Source: an optimization exercise on an open RTL-to-GDS flow (aim: small area and a short achievable clock period). Production flows keep margins and buffers that such runs may drop. The RTL was checked by simulation tests, not by an equivalence proof against the original design. Power figures rest on the tool's default switching activity, not on a simulated workload.

--- flow/config.mk ---
export PLATFORM = sky130hd
export DESIGN_NAME = OE_Sort
export DESIGN_NICKNAME = OE_Sort
export VERILOG_FILES = /design/flow/design.v
export SDC_FILE = /design/flow/constraint.sdc
export NUM_CORES = 4
export LEC_CHECK = 0
export ABC_AREA = 1
export CAP_MARGIN = 20
export CORE_MARGIN = 2
export CORE_UTILIZATION = 65
export CTS_CLUSTER_DIAMETER = 80
export CTS_CLUSTER_SIZE = 30
export SETUP_SLACK_MARGIN = 0.8
export SLEW_MARGIN = 20
--- flow/standard.sh ---
#!/bin/bash
# synth_recipe.tcl (not shown) runs the flow's synth.tcl, then flattens the netlist and writes it again
# the make line also repeats each setting of config.mk as NAME=value (left out here)
make -C /OpenROAD-flow-scripts/flow DESIGN_CONFIG=/design/flow/config.mk WORK_HOME=/design/flow/orfs CLKGATE_MAP_FILE= SYNTH_SCRIPT=/design/flow/synth_recipe.tcl "${@:-finish}"
--- flow/constraint.sdc ---
create_clock -name core_clock -period 2.5 [get_ports {clk}]
set_input_delay 0.5000 -clock core_clock [delete_from_list [all_inputs] [get_ports {clk}]]
set_output_delay 0.5000 -clock core_clock [all_outputs]
set_load 0.01 [all_outputs]
--- flow/design.v ---
module Compare_and_Swap #(
    parameter BIT_WIDTH = 8
    )
(
    input  [BIT_WIDTH-1:0] a,
    input  [BIT_WIDTH-1:0] b,
    output a_lt_b
 );
wire [7:0] G = b & ~a;
wire [7:0] P = b | ~a;
wire [3:0] g2, p2;
wire [4:0] c;
assign c[0] = 1'b0;
genvar k;
generate for (k = 0; k < 4; k = k + 1) begin : t
  assign g2[k] = G[2*k+1] | (P[2*k+1] & G[2*k]);
  assign p2[k] = P[2*k+1] & P[2*k];
  assign c[k+1] = g2[k] | (p2[k] & c[k]);
end endgenerate
assign a_lt_b = c[4];
endmodule
module OE_Sort #(
    parameter BIT_WIDTH = 8,
    parameter N = 16
    )
(
    input clk,
    input rst,
    input in_valid,
    input [BIT_WIDTH*N-1:0] list,
    output out_valid,
    output [BIT_WIDTH*N-1:0] sorted_list
    );
reg [8:0] valid_pipe;
always @(posedge clk)
    if (rst) valid_pipe <= 9'b0;
    else valid_pipe <= {valid_pipe[7:0], in_valid};
assign out_valid = valid_pipe[8];
wire lt_0_0_13;
Compare_and_Swap #(.BIT_WIDTH(8)) cmp_0 (.a(list[7:0]), .b(list[111:104]), .a_lt_b(lt_0_0_13));
wire [7:0] x0_0 = lt_0_0_13 ? list[111:104] : list[7:0];
wire [7:0] x0_13 = lt_0_0_13 ? list[7:0] : list[111:104];
wire lt_1_1_12;
Compare_and_Swap #(.BIT_WIDTH(8)) cmp_1 (.a(list[15:8]), .b(list[103:96]), .a_lt_b(lt_1_1_12));
wire [7:0] x1_1 = lt_1_1_12 ? list[103:96] : list[15:8];
wire [7:0] x1_12 = lt_1_1_12 ? list[15:8] : list[103:96];
wire lt_2_2_15;
Compare_and_Swap #(.BIT_WIDTH(8)) cmp_2 (.a(list[23:16]), .b(list[127:120]), .a_lt_b(lt_2_2_15));
wire [7:0] x2_2 = lt_2_2_15 ? list[127:120] : list[23:16];
wire [7:0] x2_15 = lt_2_2_15 ? list[23:16] : list[127:120];
wire lt_3_3_14;
Compare_and_Swap #(.BIT_WIDTH(8)) cmp_3 (.a(list[31:24]), .b(list[119:112]), .a_lt_b(lt_3_3_14));
wire [7:0] x3_3 = lt_3_3_14 ? list[119:112] : list[31:24];
wire [7:0] x3_14 = lt_3_3_14 ? list[31:24] : list[119:112];
wire lt_4_4_8;
Compare_and_Swap #(.BIT_WIDTH(8)) cmp_4 (.a(list[39:32]), .b(list[71:64]), .a_lt_b(lt_4_4_8));
wire [7:0] x4_4 = lt_4_4_8 ? list[71:64] : list[39:32];
wire [7:0] x4_8 = lt_4_4_8 ? list[39:32] : list[71:64];
wire lt_5_5_6;
Compare_and_Swap #(.BIT_WIDTH(8)) cmp_5 (.a(list[47:40]), .b(list[55:48]), .a_lt_b(lt_5_5_6));
wire [7:0] x5_5 = lt_5_5_6 ? list[55:48] : list[47:40];
wire [7:0] x5_6 = lt_5_5_6 ? list[47:40] : list[55:48];
wire lt_6_7_11;
Compare_and_Swap #(.BIT_WIDTH(8)) cmp_6 (.a(list[63:56]), .b(list[95:88]), .a_lt_b(lt_6_7_11));
wire [7:0] x6_7 = lt_6_7_11 ? list[95:88] : list[63:56];
wire [7:0] x6_11 = lt_6_7_11 ? list[63:56] : list[95:88];
wire lt_7_9_10;
Compare_and_Swap #(.BIT_WIDTH(8)) cmp_7 (.a(list[79:72]), .b(list[87:80]), .a_lt_b(lt_7_9_10));
wire [7:0] x7_9 = lt_7_9_10 ? list[87:80] : list[79:72];
wire [7:0] x7_10 = lt_7_9_10 ? list[79:72] : list[87:80];
reg [7:0] q0_s1;
always @(posedge clk) q0_s1 <= x0_0;
reg [7:0] q5_s1;
always @(posedge clk) q5_s1 <= x5_5;
wire lt_8_0_5;
Compare_and_Swap #(.BIT_WIDTH(8)) cmp_8 (.a(q0_s1), .b(q5_s1), .a_lt_b(lt_8_0_5));
wire [7:0] x8_0 = lt_8_0_5 ? q5_s1 : q0_s1;
wire [7:0] x8_5 = lt_8_0_5 ? q0_s1 : q5_s1;
reg [7:0] q1_s1;
always @(posedge clk) q1_s1 <= x1_1;
reg [7:0] q7_s1;
always @(posedge clk) q7_s1 <= x6_7;
wire lt_9_1_7;
Compare_and_Swap #(.BIT_WIDTH(8)) cmp_9 (.a(q1_s1), .b(q7_s1), .a_lt_b(lt_9_1_7));
wire [7:0] x9_1 = lt_9_1_7 ? q7_s1 : q1_s1;
wire [7:0] x9_7 = lt_9_1_7 ? q1_s1 : q7_s1;
reg [7:0] q2_s1;
always @(posedge clk) q2_s1 <= x2_2;
reg [7:0] q9_s1;
always @(posedge clk) q9_s1 <= x7_9;
wire lt_10_2_9;
Compare_and_Swap #(.BIT_WIDTH(8)) cmp_10 (.a(q2_s1), .b(q9_s1), .a_lt_b(lt_10_2_9));
wire [7:0] x10_2 = lt_10_2_9 ? q9_s1 : q2_s1;
wire [7:0] x10_9 = lt_10_2_9 ? q2_s1 : q9_s1;
reg [7:0] q3_s1;
always @(posedge clk) q3_s1 <= x3_3;
reg [7:0] q4_s1;
always @(posedge clk) q4_s1 <= x4_4;
wire lt_11_3_4;
Compare_and_Swap #(.BIT_WIDTH(8)) cmp_11 (.a(q3_s1), .b(q4_s1), .a_lt_b(lt_11_3_4));
wire [7:0] x11_3 = lt_11_3_4 ? q4_s1 : q3_s1;
wire [7:0] x11_4 = lt_11_3_4 ? q3_s1 : q4_s1;
reg [7:0] q6_s1;
always @(posedge clk) q6_s1 <= x5_6;
reg [7:0] q13_s1;
always @(posedge clk) q13_s1 <= x0_13;
wire lt_12_6_13;
Compare_and_Swap #(.BIT_WIDTH(8)) cmp_12 (.a(q6_s1), .b(q13_s1), .a_lt_b(lt_12_6_13));
wire [7:0] x12_6 = lt_12_6_13 ? q13_s1 : q6_s1;
wire [7:0] x12_13 = lt_12_6_13 ? q6_s1 : q13_s1;
reg [7:0] q8_s1;
always @(posedge clk) q8_s1 <= x4_8;
reg [7:0] q14_s1;
always @(posedge clk) q14_s1 <= x3_14;
wire lt_13_8_14;
Compare_and_Swap #(.BIT_WIDTH(8)) cmp_13 (.a(q8_s1), .b(q14_s1), .a_lt_b(lt_13_8_14));
wire [7:0] x13_8 = lt_13_8_14 ? q14_s1 : q8_s1;
wire [7:0] x13_14 = lt_13_8_14 ? q8_s1 : q14_s1;
reg [7:0] q10_s1;
always @(posedge clk) q10_s1 <= x7_10;
reg [7:0] q15_s1;
always @(posedge clk) q15_s1 <= x2_15;
wire lt_14_10_15;
Compare_and_Swap #(.BIT_WIDTH(8)) cmp_14 (.a(q10_s1), .b(q15_s1), .a_lt_b(lt_14_10_15));
wire [7:0] x14_10 = lt_14_10_15 ? q15_s1 : q10_s1;
wire [7:0] x14_15 = lt_14_10_15 ? q10_s1 : q15_s1;
reg [7:0] q11_s1;
always @(posedge clk) q11_s1 <= x6_11;
reg [7:0] q12_s1;
always @(posedge clk) q12_s1 <= x1_12;
wire lt_15_11_12;
Compare_and_Swap #(.BIT_WIDTH(8)) cmp_15 (.a(q11_s1), .b(q12_s1), .a_lt_b(lt_15_11_12));
wire [7:0] x15_11 = lt_15_11_12 ? q12_s1 : q11_s1;
wire [7:0] x15_12 = lt_15_11_12 ? q11_s1 : q12_s1;
reg [7:0] q0_s2;
always @(posedge clk) q0_s2 <= x8_0;
reg [7:0] q1_s2;
always @(posedge clk) q1_s2 <= x9_1;
wire lt_16_0_1;
Compare_and_Swap #(.BIT_WIDTH(8)) cmp_16 (.a(q0_s2), .b(q1_s2), .a_lt_b(lt_16_0_1));
wire [7:0] x16_0 = lt_16_0_1 ? q1_s2 : q0_s2;
wire [7:0] x16_1 = lt_16_0_1 ? q0_s2 : q1_s2;
reg [7:0] q2_s2;
always @(posedge clk) q2_s2 <= x10_2;
reg [7:0] q3_s2;
always @(posedge clk) q3_s2 <= x11_3;
wire lt_17_2_3;
Compare_and_Swap #(.BIT_WIDTH(8)) cmp_17 (.a(q2_s2), .b(q3_s2), .a_lt_b(lt_17_2_3));
wire [7:0] x17_2 = lt_17_2_3 ? q3_s2 : q2_s2;
wire [7:0] x17_3 = lt_17_2_3 ? q2_s2 : q3_s2;
reg [7:0] q4_s2;
always @(posedge clk) q4_s2 <= x11_4;
reg [7:0] q5_s2;
always @(posedge clk) q5_s2 <= x8_5;
wire lt_18_4_5;
Compare_and_Swap #(.BIT_WIDTH(8)) cmp_18 (.a(q4_s2), .b(q5_s2), .a_lt_b(lt_18_4_5));
wire [7:0] x18_4 = lt_18_4_5 ? q5_s2 : q4_s2;
wire [7:0] x18_5 = lt_18_4_5 ? q4_s2 : q5_s2;
reg [7:0] q6_s2;
always @(posedge clk) q6_s2 <= x12_6;
reg [7:0] q8_s2;
always @(posedge clk) q8_s2 <= x13_8;
wire lt_19_6_8;
Compare_and_Swap #(.BIT_WIDTH(8)) cmp_19 (.a(q6_s2), .b(q8_s2), .a_lt_b(lt_19_6_8));
wire [7:0] x19_6 = lt_19_6_8 ? q8_s2 : q6_s2;
wire [7:0] x19_8 = lt_19_6_8 ? q6_s2 : q8_s2;
reg [7:0] q7_s2;
always @(posedge clk) q7_s2 <= x9_7;
reg [7:0] q9_s2;
always @(posedge clk) q9_s2 <= x10_9;
wire lt_20_7_9;
Compare_and_Swap #(.BIT_WIDTH(8)) cmp_20 (.a(q7_s2), .b(q9_s2), .a_lt_b(lt_20_7_9));
wire [7:0] x20_7 = lt_20_7_9 ? q9_s2 : q7_s2;
wire [7:0] x20_9 = lt_20_7_9 ? q7_s2 : q9_s2;
reg [7:0] q10_s2;
always @(posedge clk) q10_s2 <= x14_10;
reg [7:0] q11_s2;
always @(posedge clk) q11_s2 <= x15_11;
wire lt_21_10_11;
Compare_and_Swap #(.BIT_WIDTH(8)) cmp_21 (.a(q10_s2), .b(q11_s2), .a_lt_b(lt_21_10_11));
wire [7:0] x21_10 = lt_21_10_11 ? q11_s2 : q10_s2;
wire [7:0] x21_11 = lt_21_10_11 ? q10_s2 : q11_s2;
reg [7:0] q12_s2;
always @(posedge clk) q12_s2 <= x15_12;
reg [7:0] q13_s2;
always @(posedge clk) q13_s2 <= x12_13;
wire lt_22_12_13;
Compare_and_Swap #(.BIT_WIDTH(8)) cmp_22 (.a(q12_s2), .b(q13_s2), .a_lt_b(lt_22_12_13));
wire [7:0] x22_12 = lt_22_12_13 ? q13_s2 : q12_s2;
wire [7:0] x22_13 = lt_22_12_13 ? q12_s2 : q13_s2;
reg [7:0] q14_s2;
always @(posedge clk) q14_s2 <= x13_14;
reg [7:0] q15_s2;
always @(posedge clk) q15_s2 <= x14_15;
wire lt_23_14_15;
Compare_and_Swap #(.BIT_WIDTH(8)) cmp_23 (.a(q14_s2), .b(q15_s2), .a_lt_b(lt_23_14_15));
wire [7:0] x23_14 = lt_23_14_15 ? q15_s2 : q14_s2;
wire [7:0] x23_15 = lt_23_14_15 ? q14_s2 : q15_s2;
reg [7:0] q0_s3;
always @(posedge clk) q0_s3 <= x16_0;
reg [7:0] q2_s3;
always @(posedge clk) q2_s3 <= x17_2;
wire lt_24_0_2;
Compare_and_Swap #(.BIT_WIDTH(8)) cmp_24 (.a(q0_s3), .b(q2_s3), .a_lt_b(lt_24_0_2));
wire [7:0] x24_0 = lt_24_0_2 ? q2_s3 : q0_s3;
wire [7:0] x24_2 = lt_24_0_2 ? q0_s3 : q2_s3;
reg [7:0] q1_s3;
always @(posedge clk) q1_s3 <= x16_1;
reg [7:0] q3_s3;
always @(posedge clk) q3_s3 <= x17_3;
wire lt_25_1_3;
Compare_and_Swap #(.BIT_WIDTH(8)) cmp_25 (.a(q1_s3), .b(q3_s3), .a_lt_b(lt_25_1_3));
wire [7:0] x25_1 = lt_25_1_3 ? q3_s3 : q1_s3;
wire [7:0] x25_3 = lt_25_1_3 ? q1_s3 : q3_s3;
reg [7:0] q4_s3;
always @(posedge clk) q4_s3 <= x18_4;
reg [7:0] q10_s3;
always @(posedge clk) q10_s3 <= x21_10;
wire lt_26_4_10;
Compare_and_Swap #(.BIT_WIDTH(8)) cmp_26 (.a(q4_s3), .b(q10_s3), .a_lt_b(lt_26_4_10));
wire [7:0] x26_4 = lt_26_4_10 ? q10_s3 : q4_s3;
wire [7:0] x26_10 = lt_26_4_10 ? q4_s3 : q10_s3;
reg [7:0] q5_s3;
always @(posedge clk) q5_s3 <= x18_5;
reg [7:0] q11_s3;
always @(posedge clk) q11_s3 <= x21_11;
wire lt_27_5_11;
Compare_and_Swap #(.BIT_WIDTH(8)) cmp_27 (.a(q5_s3), .b(q11_s3), .a_lt_b(lt_27_5_11));
wire [7:0] x27_5 = lt_27_5_11 ? q11_s3 : q5_s3;
wire [7:0] x27_11 = lt_27_5_11 ? q5_s3 : q11_s3;
reg [7:0] q6_s3;
always @(posedge clk) q6_s3 <= x19_6;
reg [7:0] q7_s3;
always @(posedge clk) q7_s3 <= x20_7;
wire lt_28_6_7;
Compare_and_Swap #(.BIT_WIDTH(8)) cmp_28 (.a(q6_s3), .b(q7_s3), .a_lt_b(lt_28_6_7));
wire [7:0] x28_6 = lt_28_6_7 ? q7_s3 : q6_s3;
wire [7:0] x28_7 = lt_28_6_7 ? q6_s3 : q7_s3;
reg [7:0] q8_s3;
always @(posedge clk) q8_s3 <= x19_8;
reg [7:0] q9_s3;
always @(posedge clk) q9_s3 <= x20_9;
wire lt_29_8_9;
Compare_and_Swap #(.BIT_WIDTH(8)) cmp_29 (.a(q8_s3), .b(q9_s3), .a_lt_b(lt_29_8_9));
wire [7:0] x29_8 = lt_29_8_9 ? q9_s3 : q8_s3;
wire [7:0] x29_9 = lt_29_8_9 ? q8_s3 : q9_s3;
reg [7:0] q12_s3;
always @(posedge clk) q12_s3 <= x22_12;
reg [7:0] q14_s3;
always @(posedge clk) q14_s3 <= x23_14;
wire lt_30_12_14;
Compare_and_Swap #(.BIT_WIDTH(8)) cmp_30 (.a(q12_s3), .b(q14_s3), .a_lt_b(lt_30_12_14));
wire [7:0] x30_12 = lt_30_12_14 ? q14_s3 : q12_s3;
wire [7:0] x30_14 = lt_30_12_14 ? q12_s3 : q14_s3;
reg [7:0] q13_s3;
always @(posedge clk) q13_s3 <= x22_13;
reg [7:0] q15_s3;
always @(posedge clk) q15_s3 <= x23_15;
wire lt_31_13_15;
Compare_and_Swap #(.BIT_WIDTH(8)) cmp_31 (.a(q13_s3), .b(q15_s3), .a_lt_b(lt_31_13_15));
wire [7:0] x31_13 = lt_31_13_15 ? q15_s3 : q13_s3;
wire [7:0] x31_15 = lt_31_13_15 ? q13_s3 : q15_s3;
reg [7:0] q1_s4;
always @(posedge clk) q1_s4 <= x25_1;
reg [7:0] q6_s4;
always @(posedge clk) q6_s4 <= x28_6;
wire lt_32_1_6;
Compare_and_Swap #(.BIT_WIDTH(8)) cmp_32 (.a(q1_s4), .b(q6_s4), .a_lt_b(lt_32_1_6));
wire [7:0] x32_1 = lt_32_1_6 ? q6_s4 : q1_s4;
wire [7:0] x32_6 = lt_32_1_6 ? q1_s4 : q6_s4;
reg [7:0] q2_s4;
always @(posedge clk) q2_s4 <= x24_2;
reg [7:0] q4_s4;
always @(posedge clk) q4_s4 <= x26_4;
wire lt_33_2_4;
Compare_and_Swap #(.BIT_WIDTH(8)) cmp_33 (.a(q2_s4), .b(q4_s4), .a_lt_b(lt_33_2_4));
wire [7:0] x33_2 = lt_33_2_4 ? q4_s4 : q2_s4;
wire [7:0] x33_4 = lt_33_2_4 ? q2_s4 : q4_s4;
reg [7:0] q3_s4;
always @(posedge clk) q3_s4 <= x25_3;
reg [7:0] q5_s4;
always @(posedge clk) q5_s4 <= x27_5;
wire lt_34_3_5;
Compare_and_Swap #(.BIT_WIDTH(8)) cmp_34 (.a(q3_s4), .b(q5_s4), .a_lt_b(lt_34_3_5));
wire [7:0] x34_3 = lt_34_3_5 ? q5_s4 : q3_s4;
wire [7:0] x34_5 = lt_34_3_5 ? q3_s4 : q5_s4;
reg [7:0] q7_s4;
always @(posedge clk) q7_s4 <= x28_7;
reg [7:0] q8_s4;
always @(posedge clk) q8_s4 <= x29_8;
wire lt_35_7_8;
Compare_and_Swap #(.BIT_WIDTH(8)) cmp_35 (.a(q7_s4), .b(q8_s4), .a_lt_b(lt_35_7_8));
wire [7:0] x35_7 = lt_35_7_8 ? q8_s4 : q7_s4;
wire [7:0] x35_8 = lt_35_7_8 ? q7_s4 : q8_s4;
reg [7:0] q9_s4;
always @(posedge clk) q9_s4 <= x29_9;
reg [7:0] q13_s4;
always @(posedge clk) q13_s4 <= x31_13;
wire lt_36_9_13;
Compare_and_Swap #(.BIT_WIDTH(8)) cmp_36 (.a(q9_s4), .b(q13_s4), .a_lt_b(lt_36_9_13));
wire [7:0] x36_9 = lt_36_9_13 ? q13_s4 : q9_s4;
wire [7:0] x36_13 = lt_36_9_13 ? q9_s4 : q13_s4;
reg [7:0] q10_s4;
always @(posedge clk) q10_s4 <= x26_10;
reg [7:0] q12_s4;
always @(posedge clk) q12_s4 <= x30_12;
wire lt_37_10_12;
Compare_and_Swap #(.BIT_WIDTH(8)) cmp_37 (.a(q10_s4), .b(q12_s4), .a_lt_b(lt_37_10_12));
wire [7:0] x37_10 = lt_37_10_12 ? q12_s4 : q10_s4;
wire [7:0] x37_12 = lt_37_10_12 ? q10_s4 : q12_s4;
reg [7:0] q11_s4;
always @(posedge clk) q11_s4 <= x27_11;
reg [7:0] q14_s4;
always @(posedge clk) q14_s4 <= x30_14;
wire lt_38_11_14;
Compare_and_Swap #(.BIT_WIDTH(8)) cmp_38 (.a(q11_s4), .b(q14_s4), .a_lt_b(lt_38_11_14));
wire [7:0] x38_11 = lt_38_11_14 ? q14_s4 : q11_s4;
wire [7:0] x38_14 = lt_38_11_14 ? q11_s4 : q14_s4;
reg [7:0] q1_s5;
always @(posedge clk) q1_s5 <= x32_1;
reg [7:0] q2_s5;
always @(posedge clk) q2_s5 <= x33_2;
wire lt_39_1_2;
Compare_and_Swap #(.BIT_WIDTH(8)) cmp_39 (.a(q1_s5), .b(q2_s5), .a_lt_b(lt_39_1_2));
wire [7:0] x39_1 = lt_39_1_2 ? q2_s5 : q1_s5;
wire [7:0] x39_2 = lt_39_1_2 ? q1_s5 : q2_s5;
reg [7:0] q3_s5;
always @(posedge clk) q3_s5 <= x34_3;
reg [7:0] q12_s5;
always @(posedge clk) q12_s5 <= x37_12;
wire lt_40_3_12;
Compare_and_Swap #(.BIT_WIDTH(8)) cmp_40 (.a(q3_s5), .b(q12_s5), .a_lt_b(lt_40_3_12));
wire [7:0] x40_3 = lt_40_3_12 ? q12_s5 : q3_s5;
wire [7:0] x40_12 = lt_40_3_12 ? q3_s5 : q12_s5;
reg [7:0] q4_s5;
always @(posedge clk) q4_s5 <= x33_4;
reg [7:0] q6_s5;
always @(posedge clk) q6_s5 <= x32_6;
wire lt_41_4_6;
Compare_and_Swap #(.BIT_WIDTH(8)) cmp_41 (.a(q4_s5), .b(q6_s5), .a_lt_b(lt_41_4_6));
wire [7:0] x41_4 = lt_41_4_6 ? q6_s5 : q4_s5;
wire [7:0] x41_6 = lt_41_4_6 ? q4_s5 : q6_s5;
reg [7:0] q5_s5;
always @(posedge clk) q5_s5 <= x34_5;
reg [7:0] q7_s5;
always @(posedge clk) q7_s5 <= x35_7;
wire lt_42_5_7;
Compare_and_Swap #(.BIT_WIDTH(8)) cmp_42 (.a(q5_s5), .b(q7_s5), .a_lt_b(lt_42_5_7));
wire [7:0] x42_5 = lt_42_5_7 ? q7_s5 : q5_s5;
wire [7:0] x42_7 = lt_42_5_7 ? q5_s5 : q7_s5;
reg [7:0] q8_s5;
always @(posedge clk) q8_s5 <= x35_8;
reg [7:0] q10_s5;
always @(posedge clk) q10_s5 <= x37_10;
wire lt_43_8_10;
Compare_and_Swap #(.BIT_WIDTH(8)) cmp_43 (.a(q8_s5), .b(q10_s5), .a_lt_b(lt_43_8_10));
wire [7:0] x43_8 = lt_43_8_10 ? q10_s5 : q8_s5;
wire [7:0] x43_10 = lt_43_8_10 ? q8_s5 : q10_s5;
reg [7:0] q9_s5;
always @(posedge clk) q9_s5 <= x36_9;
reg [7:0] q11_s5;
always @(posedge clk) q11_s5 <= x38_11;
wire lt_44_9_11;
Compare_and_Swap #(.BIT_WIDTH(8)) cmp_44 (.a(q9_s5), .b(q11_s5), .a_lt_b(lt_44_9_11));
wire [7:0] x44_9 = lt_44_9_11 ? q11_s5 : q9_s5;
wire [7:0] x44_11 = lt_44_9_11 ? q9_s5 : q11_s5;
reg [7:0] q13_s5;
always @(posedge clk) q13_s5 <= x36_13;
reg [7:0] q14_s5;
always @(posedge clk) q14_s5 <= x38_14;
wire lt_45_13_14;
Compare_and_Swap #(.BIT_WIDTH(8)) cmp_45 (.a(q13_s5), .b(q14_s5), .a_lt_b(lt_45_13_14));
wire [7:0] x45_13 = lt_45_13_14 ? q14_s5 : q13_s5;
wire [7:0] x45_14 = lt_45_13_14 ? q13_s5 : q14_s5;
reg [7:0] q3_s6;
always @(posedge clk) q3_s6 <= x40_3;
reg [7:0] q8_s6;
always @(posedge clk) q8_s6 <= x43_8;
wire lt_46_3_8;
Compare_and_Swap #(.BIT_WIDTH(8)) cmp_46 (.a(q3_s6), .b(q8_s6), .a_lt_b(lt_46_3_8));
wire [7:0] x46_3 = lt_46_3_8 ? q8_s6 : q3_s6;
wire [7:0] x46_8 = lt_46_3_8 ? q3_s6 : q8_s6;
reg [7:0] q5_s6;
always @(posedge clk) q5_s6 <= x42_5;
reg [7:0] q6_s6;
always @(posedge clk) q6_s6 <= x41_6;
wire lt_47_5_6;
Compare_and_Swap #(.BIT_WIDTH(8)) cmp_47 (.a(q5_s6), .b(q6_s6), .a_lt_b(lt_47_5_6));
wire [7:0] x47_5 = lt_47_5_6 ? q6_s6 : q5_s6;
wire [7:0] x47_6 = lt_47_5_6 ? q5_s6 : q6_s6;
reg [7:0] q7_s6;
always @(posedge clk) q7_s6 <= x42_7;
reg [7:0] q10_s6;
always @(posedge clk) q10_s6 <= x43_10;
wire lt_48_7_10;
Compare_and_Swap #(.BIT_WIDTH(8)) cmp_48 (.a(q7_s6), .b(q10_s6), .a_lt_b(lt_48_7_10));
wire [7:0] x48_7 = lt_48_7_10 ? q10_s6 : q7_s6;
wire [7:0] x48_10 = lt_48_7_10 ? q7_s6 : q10_s6;
reg [7:0] q9_s6;
always @(posedge clk) q9_s6 <= x44_9;
reg [7:0] q12_s6;
always @(posedge clk) q12_s6 <= x40_12;
wire lt_49_9_12;
Compare_and_Swap #(.BIT_WIDTH(8)) cmp_49 (.a(q9_s6), .b(q12_s6), .a_lt_b(lt_49_9_12));
wire [7:0] x49_9 = lt_49_9_12 ? q12_s6 : q9_s6;
wire [7:0] x49_12 = lt_49_9_12 ? q9_s6 : q12_s6;
reg [7:0] q2_s6;
always @(posedge clk) q2_s6 <= x39_2;
reg [7:0] q2_s7;
always @(posedge clk) q2_s7 <= q2_s6;
reg [7:0] q4_s6;
always @(posedge clk) q4_s6 <= x41_4;
reg [7:0] q4_s7;
always @(posedge clk) q4_s7 <= q4_s6;
wire lt_50_2_4;
Compare_and_Swap #(.BIT_WIDTH(8)) cmp_50 (.a(q2_s7), .b(q4_s7), .a_lt_b(lt_50_2_4));
wire [7:0] x50_2 = lt_50_2_4 ? q4_s7 : q2_s7;
wire [7:0] x50_4 = lt_50_2_4 ? q2_s7 : q4_s7;
reg [7:0] q3_s7;
always @(posedge clk) q3_s7 <= x46_3;
reg [7:0] q5_s7;
always @(posedge clk) q5_s7 <= x47_5;
wire lt_51_3_5;
Compare_and_Swap #(.BIT_WIDTH(8)) cmp_51 (.a(q3_s7), .b(q5_s7), .a_lt_b(lt_51_3_5));
wire [7:0] x51_3 = lt_51_3_5 ? q5_s7 : q3_s7;
wire [7:0] x51_5 = lt_51_3_5 ? q3_s7 : q5_s7;
reg [7:0] q6_s7;
always @(posedge clk) q6_s7 <= x47_6;
reg [7:0] q8_s7;
always @(posedge clk) q8_s7 <= x46_8;
wire lt_52_6_8;
Compare_and_Swap #(.BIT_WIDTH(8)) cmp_52 (.a(q6_s7), .b(q8_s7), .a_lt_b(lt_52_6_8));
wire [7:0] x52_6 = lt_52_6_8 ? q8_s7 : q6_s7;
wire [7:0] x52_8 = lt_52_6_8 ? q6_s7 : q8_s7;
reg [7:0] q7_s7;
always @(posedge clk) q7_s7 <= x48_7;
reg [7:0] q9_s7;
always @(posedge clk) q9_s7 <= x49_9;
wire lt_53_7_9;
Compare_and_Swap #(.BIT_WIDTH(8)) cmp_53 (.a(q7_s7), .b(q9_s7), .a_lt_b(lt_53_7_9));
wire [7:0] x53_7 = lt_53_7_9 ? q9_s7 : q7_s7;
wire [7:0] x53_9 = lt_53_7_9 ? q7_s7 : q9_s7;
reg [7:0] q10_s7;
always @(posedge clk) q10_s7 <= x48_10;
reg [7:0] q12_s7;
always @(posedge clk) q12_s7 <= x49_12;
wire lt_54_10_12;
Compare_and_Swap #(.BIT_WIDTH(8)) cmp_54 (.a(q10_s7), .b(q12_s7), .a_lt_b(lt_54_10_12));
wire [7:0] x54_10 = lt_54_10_12 ? q12_s7 : q10_s7;
wire [7:0] x54_12 = lt_54_10_12 ? q10_s7 : q12_s7;
reg [7:0] q11_s6;
always @(posedge clk) q11_s6 <= x44_11;
reg [7:0] q11_s7;
always @(posedge clk) q11_s7 <= q11_s6;
reg [7:0] q13_s6;
always @(posedge clk) q13_s6 <= x45_13;
reg [7:0] q13_s7;
always @(posedge clk) q13_s7 <= q13_s6;
wire lt_55_11_13;
Compare_and_Swap #(.BIT_WIDTH(8)) cmp_55 (.a(q11_s7), .b(q13_s7), .a_lt_b(lt_55_11_13));
wire [7:0] x55_11 = lt_55_11_13 ? q13_s7 : q11_s7;
wire [7:0] x55_13 = lt_55_11_13 ? q11_s7 : q13_s7;
reg [7:0] q3_s8;
always @(posedge clk) q3_s8 <= x51_3;
reg [7:0] q4_s8;
always @(posedge clk) q4_s8 <= x50_4;
wire lt_56_3_4;
Compare_and_Swap #(.BIT_WIDTH(8)) cmp_56 (.a(q3_s8), .b(q4_s8), .a_lt_b(lt_56_3_4));
wire [7:0] x56_3 = lt_56_3_4 ? q4_s8 : q3_s8;
wire [7:0] x56_4 = lt_56_3_4 ? q3_s8 : q4_s8;
reg [7:0] q5_s8;
always @(posedge clk) q5_s8 <= x51_5;
reg [7:0] q6_s8;
always @(posedge clk) q6_s8 <= x52_6;
wire lt_57_5_6;
Compare_and_Swap #(.BIT_WIDTH(8)) cmp_57 (.a(q5_s8), .b(q6_s8), .a_lt_b(lt_57_5_6));
wire [7:0] x57_5 = lt_57_5_6 ? q6_s8 : q5_s8;
wire [7:0] x57_6 = lt_57_5_6 ? q5_s8 : q6_s8;
reg [7:0] q7_s8;
always @(posedge clk) q7_s8 <= x53_7;
reg [7:0] q8_s8;
always @(posedge clk) q8_s8 <= x52_8;
wire lt_58_7_8;
Compare_and_Swap #(.BIT_WIDTH(8)) cmp_58 (.a(q7_s8), .b(q8_s8), .a_lt_b(lt_58_7_8));
wire [7:0] x58_7 = lt_58_7_8 ? q8_s8 : q7_s8;
wire [7:0] x58_8 = lt_58_7_8 ? q7_s8 : q8_s8;
reg [7:0] q9_s8;
always @(posedge clk) q9_s8 <= x53_9;
reg [7:0] q10_s8;
always @(posedge clk) q10_s8 <= x54_10;
wire lt_59_9_10;
Compare_and_Swap #(.BIT_WIDTH(8)) cmp_59 (.a(q9_s8), .b(q10_s8), .a_lt_b(lt_59_9_10));
wire [7:0] x59_9 = lt_59_9_10 ? q10_s8 : q9_s8;
wire [7:0] x59_10 = lt_59_9_10 ? q9_s8 : q10_s8;
reg [7:0] q11_s8;
always @(posedge clk) q11_s8 <= x55_11;
reg [7:0] q12_s8;
always @(posedge clk) q12_s8 <= x54_12;
wire lt_60_11_12;
Compare_and_Swap #(.BIT_WIDTH(8)) cmp_60 (.a(q11_s8), .b(q12_s8), .a_lt_b(lt_60_11_12));
wire [7:0] x60_11 = lt_60_11_12 ? q12_s8 : q11_s8;
wire [7:0] x60_12 = lt_60_11_12 ? q11_s8 : q12_s8;
reg [7:0] q0_s4;
always @(posedge clk) q0_s4 <= x24_0;
reg [7:0] q0_s5;
always @(posedge clk) q0_s5 <= q0_s4;
reg [7:0] q0_s6;
always @(posedge clk) q0_s6 <= q0_s5;
reg [7:0] q0_s7;
always @(posedge clk) q0_s7 <= q0_s6;
reg [7:0] q0_s8;
always @(posedge clk) q0_s8 <= q0_s7;
reg [7:0] q0_s9;
always @(posedge clk) q0_s9 <= q0_s8;
assign sorted_list[7:0] = q0_s9;
reg [7:0] q1_s6;
always @(posedge clk) q1_s6 <= x39_1;
reg [7:0] q1_s7;
always @(posedge clk) q1_s7 <= q1_s6;
reg [7:0] q1_s8;
always @(posedge clk) q1_s8 <= q1_s7;
reg [7:0] q1_s9;
always @(posedge clk) q1_s9 <= q1_s8;
assign sorted_list[15:8] = q1_s9;
reg [7:0] q2_s8;
always @(posedge clk) q2_s8 <= x50_2;
reg [7:0] q2_s9;
always @(posedge clk) q2_s9 <= q2_s8;
assign sorted_list[23:16] = q2_s9;
reg [7:0] q3_s9;
always @(posedge clk) q3_s9 <= x56_3;
assign sorted_list[31:24] = q3_s9;
reg [7:0] q4_s9;
always @(posedge clk) q4_s9 <= x56_4;
assign sorted_list[39:32] = q4_s9;
reg [7:0] q5_s9;
always @(posedge clk) q5_s9 <= x57_5;
assign sorted_list[47:40] = q5_s9;
reg [7:0] q6_s9;
always @(posedge clk) q6_s9 <= x57_6;
assign sorted_list[55:48] = q6_s9;
reg [7:0] q7_s9;
always @(posedge clk) q7_s9 <= x58_7;
assign sorted_list[63:56] = q7_s9;
reg [7:0] q8_s9;
always @(posedge clk) q8_s9 <= x58_8;
assign sorted_list[71:64] = q8_s9;
reg [7:0] q9_s9;
always @(posedge clk) q9_s9 <= x59_9;
assign sorted_list[79:72] = q9_s9;
reg [7:0] q10_s9;
always @(posedge clk) q10_s9 <= x59_10;
assign sorted_list[87:80] = q10_s9;
reg [7:0] q11_s9;
always @(posedge clk) q11_s9 <= x60_11;
assign sorted_list[95:88] = q11_s9;
reg [7:0] q12_s9;
always @(posedge clk) q12_s9 <= x60_12;
assign sorted_list[103:96] = q12_s9;
reg [7:0] q13_s8;
always @(posedge clk) q13_s8 <= x55_13;
reg [7:0] q13_s9;
always @(posedge clk) q13_s9 <= q13_s8;
assign sorted_list[111:104] = q13_s9;
reg [7:0] q14_s6;
always @(posedge clk) q14_s6 <= x45_14;
reg [7:0] q14_s7;
always @(posedge clk) q14_s7 <= q14_s6;
reg [7:0] q14_s8;
always @(posedge clk) q14_s8 <= q14_s7;
reg [7:0] q14_s9;
always @(posedge clk) q14_s9 <= q14_s8;
assign sorted_list[119:112] = q14_s9;
reg [7:0] q15_s4;
always @(posedge clk) q15_s4 <= x31_15;
reg [7:0] q15_s5;
always @(posedge clk) q15_s5 <= q15_s4;
reg [7:0] q15_s6;
always @(posedge clk) q15_s6 <= q15_s5;
reg [7:0] q15_s7;
always @(posedge clk) q15_s7 <= q15_s6;
reg [7:0] q15_s8;
always @(posedge clk) q15_s8 <= q15_s7;
reg [7:0] q15_s9;
always @(posedge clk) q15_s9 <= q15_s8;
assign sorted_list[127:120] = q15_s9;
endmodule
--- flow/flow/run.sh ---
#!/bin/bash
# The standard layout (the standard.sh, ORFS from synthesis to finish), except that
# buffer_ports gives every input and output port a sky130_fd_sc_hd__buf_1 instead of the
# delay buffer (clkdlybuf4s50_1) it picks by default. Each ORFS step keeps its own log under
# orfs/logs/; make's full output goes to standard.log here.
set -euo pipefail
export BUFFER_PORTS_ARGS="-buffer_cell sky130_fd_sc_hd__buf_1"
bash standard.sh finish > standard.log 2>&1
==> results of run 1 <==
==> layer usage <==
layer	vias up	routed length, um	global-route usage
met3	202	3940	0.02787
met5	-	0	0
li1	19190	-	-
met1	16280	42850	0.3352
met4	0	5837	0.1409
met2	835	50290	0.4837
==> through the flow <==
stage / cell area, um^2 / total power, W
2_1_floorplan: 46200 / 0.05104
3_3_place_gp: 47140 / 0.05653
3_5_place_dp: 47140 / 0.05712
4_1_cts: 48600 / 0.06631
5_1_grt: 48890 / 0.07205
6_report: 48890 / 0.06669
==> logic make-up (layout without fill, tap and decap cells) <==
family | Yosys count | in the layout | share of synthesized area
buffers and inverters | 1047 | 1212 | 0.09828
AND/OR/NAND/NOR | 3547 | 3552 | 0.3313
flip-flops | 1161 | 1161 | 0.5031
AO/OA/AOI/OAI | 366 | 366 | 0.06735
==> cell type report <==
class                           instances  area share
Clock inverter                         17    0.003916
Timing Repair Buffer                  278     0.02283
Sequential cell                      1161      0.4757
Multi-Input combinational cell       3918      0.3816
Clock buffer                           54     0.02567
Tap cell                              940     0.02406
Inverter                              863     0.06626
==> power breakdown <==
group          internal, W  switching, W  total (W)
Clock              0.00384       0.00550    0.00934
Combinational      0.00868        0.0172     0.0259
Sequential          0.0255       0.00601     0.0315
Total               0.0380        0.0287     0.0667
==> worst max path at each step <==
stage / end / slack [ns] / cells past startpoint
after floorplan: q10_s1[0] / 1.15 / 7
after global placement: q13_s1[6] / 0.59 / 8
after detailed placement: q13_s1[6] / 0.52 / 8
after CTS: sorted_list[78] / 0.81 / 1
after global routing: q6_s8[0] / 0.79 / 6
final: sorted_list[78] / 0.87 / 1
==> cells in the mapped netlist, drive strengths merged <==
cell    count
nor3       61
a22o       61
dfxtp    1161
o22ai      61
a21oi      61
clkbuf      1
clkinv     41
nand3     854
a211oi     61
or2        61
buf       183
o21ai     122
nand2    2440
nor2      131
inv       822
==> what timing repair did <==
item / CTS / global route
resized for setup: 2 / 50
cloned: 0 / 5
setup endpoints to repair: 3 / 284
buffers inserted: 0 / 6
pin swaps: 0 / 5
==> flow_summary.ini, run 1 <==
[die]
coreArea_um2 = 70150
floorplan.io_pins = 260
die_area_um2 = 73220
die_boundary_width_um = 270.6
dieHeight_um = 270.6
std_cell_rows = 97
floorplan.initialDensity = 0.6586

[layout]
multiInputGateArea_um2 = 18660
insertedDiodeCount = 0
syn2layout_area_growth_pct = 5.823
area.sequential_um2 = 23260
layoutNonFillerInstCount = 7231
layout_utilization = 0.6969
ratio_of_cells_with_drive_above_1_in_the_final_layout = 0.08965
final_cell_mix = 2,318 x sky130_fd_sc_hd__nand2_1, 1,150 x sky130_fd_sc_hd__dfxtp_1, 854 x sky130_fd_sc_hd__nand3_1, 736 x sky130_fd_sc_hd__inv_1, 258 x sky130_fd_sc_hd__buf_1
most_frequent_standard_cell_in_the_layout_excluding_fill_and_tap_cells = sky130_fd_sc_hd__nand2_1
max_reg_flops = 9
final.fill_count = 6062
nNetsFinal = 6401
max_flop_register = valid_pipe

[critical_path]
worstPathArrival_ns = 1.13
cp_slowest_stage_delay_ns = 0.32
critPathMaxFanout = 1
worstPathRequired_ns = 2.00
path_cells = buf_1
crit_path_top_delay_cell = sky130_fd_sc_hd__dfxtp_1
worstReg2RegStart = q3_s4[7]
timing.setup.critical_path_class = reg -> out
critical_path.startpoint = q9_s9[6]
capturing_element_type_of_the_critical_path = output pin
worstPathBufferInverterCount = 1
start_kind = flip-flop
worstRegToRegCells = 7
worst_reg2reg_path_endpoint = q5_s5[5]
delay_heaviest_family_cp = flip-flops
timing.reg2reg.setup_slack_ns = 0.90

[clock_network]
count_of_hold_fix_buffers_inserted_at_cts = 0
tritoncts_num_sinks = 1161
cts_root_buffer = sky130_fd_sc_hd__clkbuf_16
ctsHtreeMaxLevel = 2
clkTransAtPathRegs_ns = 0.10
max_root_sink_buffers = 3
clock_insertion_delay_worst_skew_ns = 0.66
tritoncts = yes
number_of_buffers_added_by_the_clock_tree_synthesis_step = 48

[global_route]
antenna_violations_before_repair = 1
grt_start_max_net_pins = 31
grt_pass1_wl_um = 164100
grt-ovfl-total = 0
groute.usage.overall = 0.2754
via_count_of_the_first_global_routing_pass = 32220

[hold_path]
whs_path_depth = 3
hold_path_startpoint = in_valid
holdCritPathClass = in -> reg
worstHoldEndpoint = valid_pipe[0]

[yosys]
post_synth_instance_area_um2 = 46200
avgSynthCellArea_um2 = 7.548
synth_area_leader_cell = sky130_fd_sc_hd__dfxtp_1
synth_largest_type_area_fraction = 0.5031
netlist_instances = 6121
ys_types = 24
number_of_nets_produced_by_synthesis = 6252
synth_area_leaders = sky130_fd_sc_hd__dfxtp_1 50%, sky130_fd_sc_hd__nand2_1 19%, sky130_fd_sc_hd__nand3_1 9.3%
yosys_synthesis_warning_count = 1
yosysSeqAreaShare = 0.5031
ys_ff_latch = 1161

[outcome]
run_status = no timing/DRC/antenna violations

[route]
vias_per_cell = 5.048
vias = 36500
drt.antenna.violating_nets = 0
detail_route.drc_violations = 0
drt-initial-drc-count = 2251
avgRoutedWirePerCell_um = 14.23
drt_pass1_iterations = 5
postRouteWirelength_um = 102900

[power_and_ir_drop]
power.ir.vdd_worst_mv = 0.7522
leakagePower_nw = 25.15
cellPowerDensity_nw_per_um2 = 1364

[placement]
place_congestion = 0.9626
dp_slack_ns = 0.5194
place_inst = 7149
hpwlAfterDp_um = 81130
portBuffers = 259

[sta]
achievable-frequency_mhz = 611.7
min_period_over_period = 0.6539
final-hold-violation-count = 0
tightest_slew_ns = 0.6460
worst_setup_skew_after_layout_ns = 0.03749
max_slew_margin = 0.5693
finalMaxSlewViolations = 0
final.min_clock_period_ns = 1.635
rsz_0062_raised_after_global_routing = no
setup_viol = 0
fin_tns_setup_ns = 0
finalWorstSetupSlack_ns = 0.8652
fin_hold_ws_ns = 0.04444

[flow_run]
maxCapViolCount = 0
==> run 2: changes to the inputs <==
--- a/flow/config.mk
+++ b/flow/config.mk
@@ -13,3 +13,3 @@
 export CTS_CLUSTER_SIZE = 30
-export SETUP_SLACK_MARGIN = 0.8
+export SETUP_SLACK_MARGIN = 1.0
 export SLEW_MARGIN = 20
==> flow_summary.ini, run 2 <==
[outcome]
run_status = no timing/DRC/antenna violations

[power_and_ir_drop]
leakagePower_nw = 26.89
switchingPower_w = 0.03079
share_of_total_power_in_combinational_logic = 0.430
sequentialPowerShare = 0.441
power.ir.vdd_worst_mv = 0.8680
netSwitchingFraction = 0.4260
cellPowerDensity_nw_per_um2 = 1392
power.internal_w = 0.04148
clock_group_share_of_total_power = 0.130

[hold_path]
hold_path_startpoint = in_valid
holdCritPathClass = in -> reg

[critical_path]
critical_path.startpoint = q12_s9[6]
timing.setup.critical_path_class = reg -> out
worstReg2RegStart = q1_s2[6]
critical_path_cell_count = 1
cp_slowest_stage_delay_ns = 0.33
delay_heaviest_family_cp = flip-flops
worstPathRequired_ns = 2.00
worstRegToRegCells = 6
critPathMaxFanout = 1
path_cells = buf_2
worst_reg2reg_path_endpoint = q1_s3[1]
crit_path_top_delay_cell = sky130_fd_sc_hd__dfxtp_1
worstPathArrival_ns = 1.11
timing.reg2reg.setup_slack_ns = 1.00
worst_setup_path_endpoint = sorted_list[102]
worstPathBufferInverterCount = 1
capturing_element_type_of_the_critical_path = output pin
start_kind = flip-flop

[clock_network]
tritoncts_num_sinks = 1161
clock_insertion_delay_worst_skew_ns = 0.66
max_root_sink_buffers = 3
tritoncts = yes
ctsHtreeMaxLevel = 2
clkTransAtPathRegs_ns = 0.10
number_of_buffers_added_by_the_clock_tree_synthesis_step = 48
cts_root_buffer = sky130_fd_sc_hd__clkbuf_16

[die]
dieHeight_um = 270.6
floorplan.io_pins = 260
coreArea_um2 = 70150
std_cell_rows = 97
die_boundary_width_um = 270.6
die_area_um2 = 73220
floorplan.initialDensity = 0.6586

[yosys]
yosysSeqAreaShare = 0.5031
multiplexer_area_fraction_after_synthesis = 0
synth-xor-area-share = 0
synth_edf_count = 0
avgSynthCellArea_um2 = 7.548
synth_compound_area_frac = 0.06735
yosys_synthesis_warning_count = 1
post-synth-top-count-cell = sky130_fd_sc_hd__nand2_1
post_synth_most_frequent_cells = 2,318 x sky130_fd_sc_hd__nand2_1, 1,161 x sky130_fd_sc_hd__dfxtp_1, 854 x sky130_fd_sc_hd__nand3_1
synth_area_leader_cell = sky130_fd_sc_hd__dfxtp_1
ys.flop_type = sky130_fd_sc_hd__dfxtp_1
ys_types = 24
number_of_nets_produced_by_synthesis = 6252
post_synth_instance_area_um2 = 46200
share_of_synthesized_cell_area_in_and_or_nand_and_nor_gates = 0.3313
synth_area_in_adders = 0
combinational_family_with_the_most_area_after_synthesis = simple AND/OR/NAND/NOR gates
ys_ff_latch = 1161
synth_area_leaders = sky130_fd_sc_hd__dfxtp_1 50%, sky130_fd_sc_hd__nand2_1 19%, sky130_fd_sc_hd__nand3_1 9.3%
async_flop_share = 0
netlist_instances = 6121
synth_largest_type_area_fraction = 0.5031

[layout]
final_cell_mix = 2,284 x sky130_fd_sc_hd__nand2_1, 969 x sky130_fd_sc_hd__dfxtp_1, 854 x sky130_fd_sc_hd__nand3_1, 736 x sky130_fd_sc_hd__inv_1, 198 x sky130_fd_sc_hd__buf_4
max_flop_register = valid_pipe
max_reg_flops = 9
insertedDiodeCount = 0
most_frequent_standard_cell_in_the_layout_excluding_fill_and_tap_cells = sky130_fd_sc_hd__nand2_1
nNetsFinal = 6613
ratio_of_cells_with_drive_above_1_in_the_final_layout = 0.1742
syn2layout_area_growth_pct = 12.40
postLayoutCellArea_um2 = 51930

[placement]
portBuffers = 259
dpl_cell_area_um2 = 47140
place_congestion = 0.9626
hpwlAfterDp_um = 81130

[sta]
final.min_clock_period_ns = 1.615
finalMaxSlewViolations = 0
min_period_over_period = 0.6458
final-hold-violation-count = 0
tightest_slew_ns = 0.6439
worst_setup_skew_after_layout_ns = 0.03892
max_slew_margin = 0.5708
fin_tns_setup_ns = 0
rsz_0062_raised_after_global_routing = yes
achievable-frequency_mhz = 619.4
fin_hold_ws_ns = 0.04154
setup_viol = 0

[route]
avgRoutedWirePerCell_um = 14.61
detail_route.drc_violations = 0
vias = 38020
postRouteWirelength_um = 108700
drt-initial-drc-count = 2556
drt.antenna.violating_nets = 0
vias_per_cell = 5.108
drt_pass1_iterations = 10

[global_route]
antenna_violations_before_repair = 0
grt_start_max_net_pins = 31
via_count_of_the_first_global_routing_pass = 32810
grt-ovfl-total = 0
grt_pass1_wl_um = 166400
groute.usage.overall = 0.2793

[flow_run]
maxCapViolCount = 0
-- run 2: routing by layer --
metal / up-vias / global-route usage / part of all wire
met5: - / 0 / 0
met4: 0 / 0.1463 / 0.059
met3: 237 / 0.02672 / 0.042
met2: 1044 / 0.4928 / 0.49
met1: 17080 / 0.3377 / 0.41
li1: 19670 / - / -
-- run 2: repair_timing --
item | 4_1_cts | 5_1_grt
resized for setup | 252 | 295
hold buffers | 0 | 0
pin swaps | 3 | 8
buffers inserted | 47 | 155
endpoints found under the setup margin | 458 | 844
cloned | 2 | 19
-- run 2: how the worst min path moves through the flow --
stage	endpoint	slack [ns]	cells after the start
5_1_grt	valid_pipe[0]	0.05	3
3_5_place_dp	q0_s8[3]	0.31	0
4_1_cts	valid_pipe[0]	0.006	3
6_report	valid_pipe[0]	0.04	3
2_1_floorplan	q0_s5[0]	0.31	0
3_3_place_gp	q1_s7[5]	0.31	0
-- run 2: kinds of logic after synthesis --
| logic type | after synthesis |
|---|---|
| buffers and inverters | 1047 |
| and+or+nand+nor | 3547 |
| DFF | 1161 |
| AOI/OAI and AO/OA | 366 |
-- run 2: layout make-up --
class / count / area, um^2
clock buffer: 54 / 1255
clock inverter: 17 / 191.4
fill: 5581 / 18220
inverter: 863 / 3239
multi-input combinational: 3934 / 19400
sequential: 1161 / 23510
tap: 940 / 1176
timing repair buffer: 474 / 3164
-- run 2: through the flow --
| stage | instances | setup WS [ns] | util | total power, W |
|---|---|---|---|---|
| 2_1_floorplan | 6121 | 1.146 | - | 0.05104 |
| 3_3_place_gp | 7149 | 0.5905 | 0.6720 | 0.05653 |
| 3_5_place_dp | 7149 | 0.5194 | 0.6720 | 0.05712 |
| 4_1_cts | 7269 | 0.8632 | 0.7070 | 0.06774 |
| 5_1_grt | 7443 | 0.8490 | 0.7403 | 0.07750 |
| 6_report | 7443 | 0.8854 | 0.7403 | 0.07227 |
-- run 2: power groups by stage --
stage               clock network, W  registers (W)  logic, W
finish                       0.00937         0.0318    0.0311
global route                  0.0102         0.0325    0.0348
CTS                          0.00956         0.0314    0.0267
detailed placement                 0         0.0318    0.0253
global placement                   0         0.0317    0.0248
floorplan                          0         0.0297    0.0214
==> run 3: changes to the inputs <==
--- a/flow/config.mk
+++ b/flow/config.mk
@@ -13,3 +13,3 @@
 export CTS_CLUSTER_SIZE = 30
-export SETUP_SLACK_MARGIN = 1.0
+export SETUP_SLACK_MARGIN = 0.7
 export SLEW_MARGIN = 20
==> flow_summary.ini, run 3 <==
[sta]
finalMaxSlewViolations = 0
setup_viol = 0
max_slew_margin = 0.5701
fin_tns_setup_ns = 0
rsz_0062_raised_after_global_routing = no
final-hold-violation-count = 0
tightest_slew_ns = 0.6448
achievable-frequency_mhz = 589.1
min_period_over_period = 0.6790
worst_setup_skew_after_layout_ns = 0.03601
final.min_clock_period_ns = 1.697

[placement]
hpwlAfterDp_um = 81130
portBuffers = 259
place_congestion = 0.9626
place_inst = 7149

[route]
vias = 36480
vias_per_cell = 5.051
drt_pass1_iterations = 6
drt.antenna.violating_nets = 0
detail_route.drc_violations = 0
avgRoutedWirePerCell_um = 14.23
postRouteWirelength_um = 102800
drt-initial-drc-count = 2195

[global_route]
grt_pass1_wl_um = 164100
antenna_violations_before_repair = 1
grt_start_max_net_pins = 31
grt-ovfl-total = 0
via_count_of_the_first_global_routing_pass = 32230
groute.usage.overall = 0.2753

[layout]
final_cell_mix = 2,318 x sky130_fd_sc_hd__nand2_1, 1,161 x sky130_fd_sc_hd__dfxtp_1, 854 x sky130_fd_sc_hd__nand3_1, 736 x sky130_fd_sc_hd__inv_1, 259 x sky130_fd_sc_hd__buf_1
final.fill_count = 6095
max_flop_register = valid_pipe
most_frequent_standard_cell_in_the_layout_excluding_fill_and_tap_cells = sky130_fd_sc_hd__nand2_1
layout_utilization = 0.6936
syn2layout_area_growth_pct = 5.319
ratio_of_cells_with_drive_above_1_in_the_final_layout = 0.08644
max_reg_flops = 9
layoutNonFillerInstCount = 7223
area.sequential_um2 = 23240
nNetsFinal = 6392
multiInputGateArea_um2 = 18470

[yosys]
async_flop_share = 0
ys_types = 24
yosysSeqAreaShare = 0.5031
synth_area_leader_cell = sky130_fd_sc_hd__dfxtp_1
post-synth-top-count-cell = sky130_fd_sc_hd__nand2_1
synth_area_leaders = sky130_fd_sc_hd__dfxtp_1 50%, sky130_fd_sc_hd__nand2_1 19%, sky130_fd_sc_hd__nand3_1 9.3%
synth_edf_count = 0
post_synth_instance_area_um2 = 46200
netlist_instances = 6121
ys.flop_type = sky130_fd_sc_hd__dfxtp_1
number_of_nets_produced_by_synthesis = 6252
ys_ff_latch = 1161
yosys_synthesis_warning_count = 1
synth_largest_type_area_fraction = 0.5031
post_synth_most_frequent_cells = 2,318 x sky130_fd_sc_hd__nand2_1, 1,161 x sky130_fd_sc_hd__dfxtp_1, 854 x sky130_fd_sc_hd__nand3_1
avgSynthCellArea_um2 = 7.548

[die]
coreArea_um2 = 70150
floorplan.initialDensity = 0.6586
die_boundary_width_um = 270.6
die_area_um2 = 73220
floorplan.io_pins = 260
dieHeight_um = 270.6
std_cell_rows = 97

[critical_path]
timing.setup.critical_path_class = reg -> reg
critPathMaxFanout = 15
start_kind = flip-flop
worstPathRequired_ns = 3.02
cp_slowest_stage_delay_ns = 0.48
capturing_element_type_of_the_critical_path = flip-flop
path_cells = inv_1, o22ai_1, inv_2, nand2_1, nand2_1, nand2_2, nand2_4, nand2_1, nand2_1
worstRegToRegCells = 9
worstReg2RegStart = q10_s2[4]
cp_common_cell = sky130_fd_sc_hd__nand2_1
worstPathArrival_ns = 2.22
timing.reg2reg.setup_slack_ns = 0.80
worst_reg2reg_path_endpoint = q11_s3[6]
crit_path_top_delay_cell = sky130_fd_sc_hd__dfxtp_1

[hold_path]
hold_path_startpoint = in_valid
whs_path_depth = 3
worstHoldEndpoint = valid_pipe[0]
holdCritPathClass = in -> reg

[clock_network]
count_of_hold_fix_buffers_inserted_at_cts = 0
tritoncts = yes
tritoncts_num_sinks = 1161
ctsHtreeMaxLevel = 2
cts_root_buffer = sky130_fd_sc_hd__clkbuf_16
max_root_sink_buffers = 3
clkTransAtPathRegs_ns = 0.10
clock_insertion_delay_worst_skew_ns = 0.65
number_of_buffers_added_by_the_clock_tree_synthesis_step = 48

[outcome]
run_status = no timing/DRC/antenna violations

[power_and_ir_drop]
leakagePower_nw = 25.02
cellPowerDensity_nw_per_um2 = 1362
fin_total_pwr_w = 0.06629
power.ir.vdd_worst_mv = 0.7963

[flow_run]
maxCapViolCount = 0
## run 3: cell counts after synthesis
Identical to the previous run, type by type.
## run 3: power by group
group	leakage (nW)	switching, W	internal [W]
Combinational	14.6	0.0170	0.00851
Clock	0.709	0.00549	0.00384
Sequential	9.70	0.00601	0.0254
Total	25.0	0.0285	0.0378
## run 3: worst max-delay path by stage
stage	startpoint	end	slack, ns	cells past startpoint
floorplan	list[79]	q10_s1[0]	1.15	7
global placement	list[7]	q13_s1[6]	0.59	8
detailed placement	list[7]	q13_s1[6]	0.52	8
CTS	q10_s2[4]	q11_s3[6]	0.79	9
global route	q14_s1[1]	q14_s2[6]	0.71	12
finish	q10_s2[4]	q11_s3[6]	0.80	9
## run 3: critical path, delay by kind of cell, from the launching register on
family | cells | cell delay, ns
simple gates | 6 | 0.78
compound gates | 1 | 0.18
flops | 1 | 0.48
buf+inv | 2 | 0.14
## run 3: layout make-up
type	count	share of cell area
multi-input cells	3914	0.3797
well taps	940	0.02417
clock inverters	17	0.003934
flip-flops and latches	1161	0.4777
repair buffers	273	0.02214
inverters	863	0.06658
diodes	1	0.00005143
clock buffers	54	0.02579
## run 3: cells by family (layout without fill, tap and decap cells)
family                 count (synthesis)  count (layout)  synth area share
AND/OR/NAND/NOR                     3547            3548            0.3313
flip-flops                          1161            1161            0.5031
buffers and inverters               1047            1207           0.09828
AO/OA/AOI/OAI                        366             366           0.06735
other                                  0               1                 0
## run 3: per-layer routing
metal | global-route usage | part of all wire | wire, um
met1 | 0.3352 | 0.42 | 43140
met2 | 0.4838 | 0.49 | 50100
met3 | 0.02787 | 0.037 | 3760
met4 | 0.1404 | 0.056 | 5805
met5 | 0 | 0 | 0
## run 3: repair_timing
| item | CTS | global route |
|---|---|---|
| setup endpoints to repair | 0 | 47 |
| buffers inserted | 0 | 1 |
| gates resized for setup | 0 | 10 |
## run 3: stage by stage
step | instance area (um^2) | setup slack (ns) | hold WS, ns
2_1_floorplan | 46200 | 1.146 | 0.3096
3_3_place_gp | 47140 | 0.5905 | 0.3095
3_5_place_dp | 47140 | 0.5194 | 0.3121
4_1_cts | 48590 | 0.7893 | 0.005914
5_1_grt | 48650 | 0.7053 | 0.03449
6_report | 48660 | 0.8025 | 0.04402
==> run 4: changes to the inputs <==
--- a/flow/config.mk
+++ b/flow/config.mk
@@ -13,3 +13,3 @@
 export CTS_CLUSTER_SIZE = 30
-export SETUP_SLACK_MARGIN = 0.7
+export SETUP_SLACK_MARGIN = 0.85
 export SLEW_MARGIN = 20
==> flow_summary.ini, run 4 <==
[outcome]
run_status = no timing/DRC/antenna violations

[placement]
hpwlAfterDp_um = 81130
portBuffers = 259
place_congestion = 0.9626
dpl_cell_area_um2 = 47140

[sta]
final-hold-violation-count = 0
achievable-frequency_mhz = 614.8
worst_setup_skew_after_layout_ns = 0.03784
tightest_slew_ns = 0.6392
final.min_clock_period_ns = 1.627
min_period_over_period = 0.6507
finalMaxSlewViolations = 0
setup_viol = 0
fin_tns_setup_ns = 0
rsz_0062_raised_after_global_routing = no
max_slew_margin = 0.5739

[clock_network]
tritoncts_num_sinks = 1161
count_of_hold_fix_buffers_inserted_at_cts = 0
cts_root_buffer = sky130_fd_sc_hd__clkbuf_16
ctsHtreeMaxLevel = 2
clock_insertion_delay_worst_skew_ns = 0.66
max_root_sink_buffers = 3
number_of_buffers_added_by_the_clock_tree_synthesis_step = 48
tritoncts = yes
clkTransAtPathRegs_ns = 0.11

[global_route]
antenna_violations_before_repair = 1
grt_pass1_wl_um = 164100
grt-ovfl-total = 0
via_count_of_the_first_global_routing_pass = 32210
groute.usage.overall = 0.2754
grt_start_max_net_pins = 31

[route]
avgRoutedWirePerCell_um = 14.29
drt.antenna.violating_nets = 0
detail_route.drc_violations = 0
vias_per_cell = 5.050
vias = 36720
drt_pass1_iterations = 8
postRouteWirelength_um = 103900
drt-initial-drc-count = 2280

[yosys]
synth_area_leaders = sky130_fd_sc_hd__dfxtp_1 50%, sky130_fd_sc_hd__nand2_1 19%, sky130_fd_sc_hd__nand3_1 9.3%
ys_ff_latch = 1161
post_synth_most_frequent_cells = 2,318 x sky130_fd_sc_hd__nand2_1, 1,161 x sky130_fd_sc_hd__dfxtp_1, 854 x sky130_fd_sc_hd__nand3_1
yosys_synthesis_warning_count = 1
ys.flop_type = sky130_fd_sc_hd__dfxtp_1
synth_area_leader_cell = sky130_fd_sc_hd__dfxtp_1
synth_edf_count = 0
number_of_nets_produced_by_synthesis = 6252
synth_largest_type_area_fraction = 0.5031
yosysSeqAreaShare = 0.5031
netlist_instances = 6121
async_flop_share = 0
post_synth_instance_area_um2 = 46200
ys_types = 24
avgSynthCellArea_um2 = 7.548
post-synth-top-count-cell = sky130_fd_sc_hd__nand2_1

[power_and_ir_drop]
cellPowerDensity_nw_per_um2 = 1367
power.ir.vdd_worst_mv = 0.7666
leakagePower_nw = 25.63

[critical_path]
path_cells = inv_1, o21ai_1, nand2_1, nand2_1, nand2_1, nand2_1, nand2_4, buf_4, nand3_1, nand2_1
worstPathArrival_ns = 2.09
delay_heaviest_family_cp = simple AND/OR/NAND/NOR gates
start_kind = flip-flop
critPathMaxFanout = 7
cp_slowest_stage_delay_ns = 0.43
timing.setup.critical_path_class = reg -> reg
worstPathBufferInverterCount = 2
capturing_element_type_of_the_critical_path = flip-flop
crit_path_top_delay_cell = sky130_fd_sc_hd__dfxtp_1
worstPathRequired_ns = 2.96
cp_common_cell = sky130_fd_sc_hd__nand2_1

[die]
dieHeight_um = 270.6
coreArea_um2 = 70150
floorplan.initialDensity = 0.6586
die_area_um2 = 73220
std_cell_rows = 97
die_boundary_width_um = 270.6
floorplan.io_pins = 260

[layout]
most_frequent_standard_cell_in_the_layout_excluding_fill_and_tap_cells = sky130_fd_sc_hd__nand2_1
max_flop_register = valid_pipe
postLayoutCellArea_um2 = 49440
max_reg_flops = 9
nNetsFinal = 6441
syn2layout_area_growth_pct = 7.009
final_cell_mix = 2,318 x sky130_fd_sc_hd__nand2_1, 1,141 x sky130_fd_sc_hd__dfxtp_1, 854 x sky130_fd_sc_hd__nand3_1, 736 x sky130_fd_sc_hd__inv_1, 202 x sky130_fd_sc_hd__buf_1
ratio_of_cells_with_drive_above_1_in_the_final_layout = 0.1058
insertedDiodeCount = 0

[flow_run]
maxCapViolCount = 0

[hold_path]
holdCritPathClass = in -> reg
## run 4: cell counts after synthesis
No cell type changed its count.
## run 4: worst paths after layout
| check | startpoint | to | slack [ns] | cells past startpoint |
|---|---|---|---|---|
| worst max-delay path | q9_s3[0] | q9_s4[2] | 0.87 | 10 |
| worst min-delay path | in_valid | valid_pipe[0] | 0.04 | 3 |
| worst max register to register | q9_s3[0] | q9_s4[2] | 0.87 | 10 |
| worst min register to register | q0_s8[2] | q0_s9[2] | 0.32 | 0 |
## run 4: power by group
| part | internal (W) | switching (W) |
|---|---|---|
| logic | 0.00918 | 0.0176 |
| clock network | 0.00384 | 0.00550 |
| registers | 0.0255 | 0.00602 |
## run 4: final cells by class
cell class	instances	area (um^2)
well taps	940	1176
inverters	863	3239
flip-flops and latches	1161	23270
multi-input cells	3921	18820
repair buffers	315	1489
fillers	5981	20710
clock buffers	54	1255
clock inverters	17	191.4
## run 4: cell families after synthesis
logic type,synth area share
simple gates,0.3313
flops,0.5031
buf+inv,0.09828
compound gates,0.06735
## run 4: repair_timing
item                                    in CTS  in global routing
pin swaps                                    0                  7
buffers inserted                             0                 43
gates resized for setup                     29                117
cloned                                       0                  8
endpoints found under the setup margin      38                520
## run 4: per-stage QoR
step                      power, W    util  hold WS (ns)  worst slack [ns]  cells
final                      0.06756  0.7047       0.03874            0.8734   7271
after global routing       0.07289  0.7047       0.03466            0.7855   7271
after CTS                  0.06637  0.6933      0.005914            0.8502   7220
after detailed placement   0.05712  0.6720        0.3121            0.5194   7149
after global placement     0.05653  0.6720        0.3095            0.5905   7149
after floorplan            0.05104       -        0.3096             1.146   6121
## run 4: routing by layer
layer  vias up  global-route usage  share of wire
met5         -                   0              0
met4         0              0.1407          0.055
met3       202             0.02787          0.037
met2       814              0.4839           0.49
met1     16410              0.3353           0.42
li1      19290                   -              -
## run 4: worst min-delay path: stages
cell and delay (ns):
sky130_fd_sc_hd__buf_1 0.07, sky130_fd_sc_hd__inv_1 0.04, sky130_fd_sc_hd__nor2_1 0.03

port drivers added, routing unchanged:
How much do the figures lean on ideal ports? The routed layouts below were timed once more, with nothing changed but the port constraints. Step 1 (the two cells are an assumption about what drives the block):
set clk [get_ports {clk}]
set_driving_cell -lib_cell sky130_fd_sc_hd__clkbuf_16 $clk
set_driving_cell -lib_cell sky130_fd_sc_hd__buf_2 [delete_from_list [all_inputs] $clk]
Step 2 also shifts input and output timing later by t, the mid clock arrival at the registers, as if the neighbouring blocks saw the same clock. Three values: ideal, step 1, step 2; two values: the first two.
run	t, ns	setup WS [ns]	worst slew at a driven data input, ns
run 1	0.706	0.865 / 0.796 / 0.495	0.05
run 2	0.710	0.885 / 0.814 / 0.490	0.05
run 3	0.706	0.803 / 0.795 / 0.498	0.05
run 4	0.708	0.873 / 0.817 / 0.490	0.05
After both steps setup and hold are still met in every run listed. For run 2, which loses most, drivers alone change the setup slack by -0.071 ns; drivers and shift together by -0.395 ns.
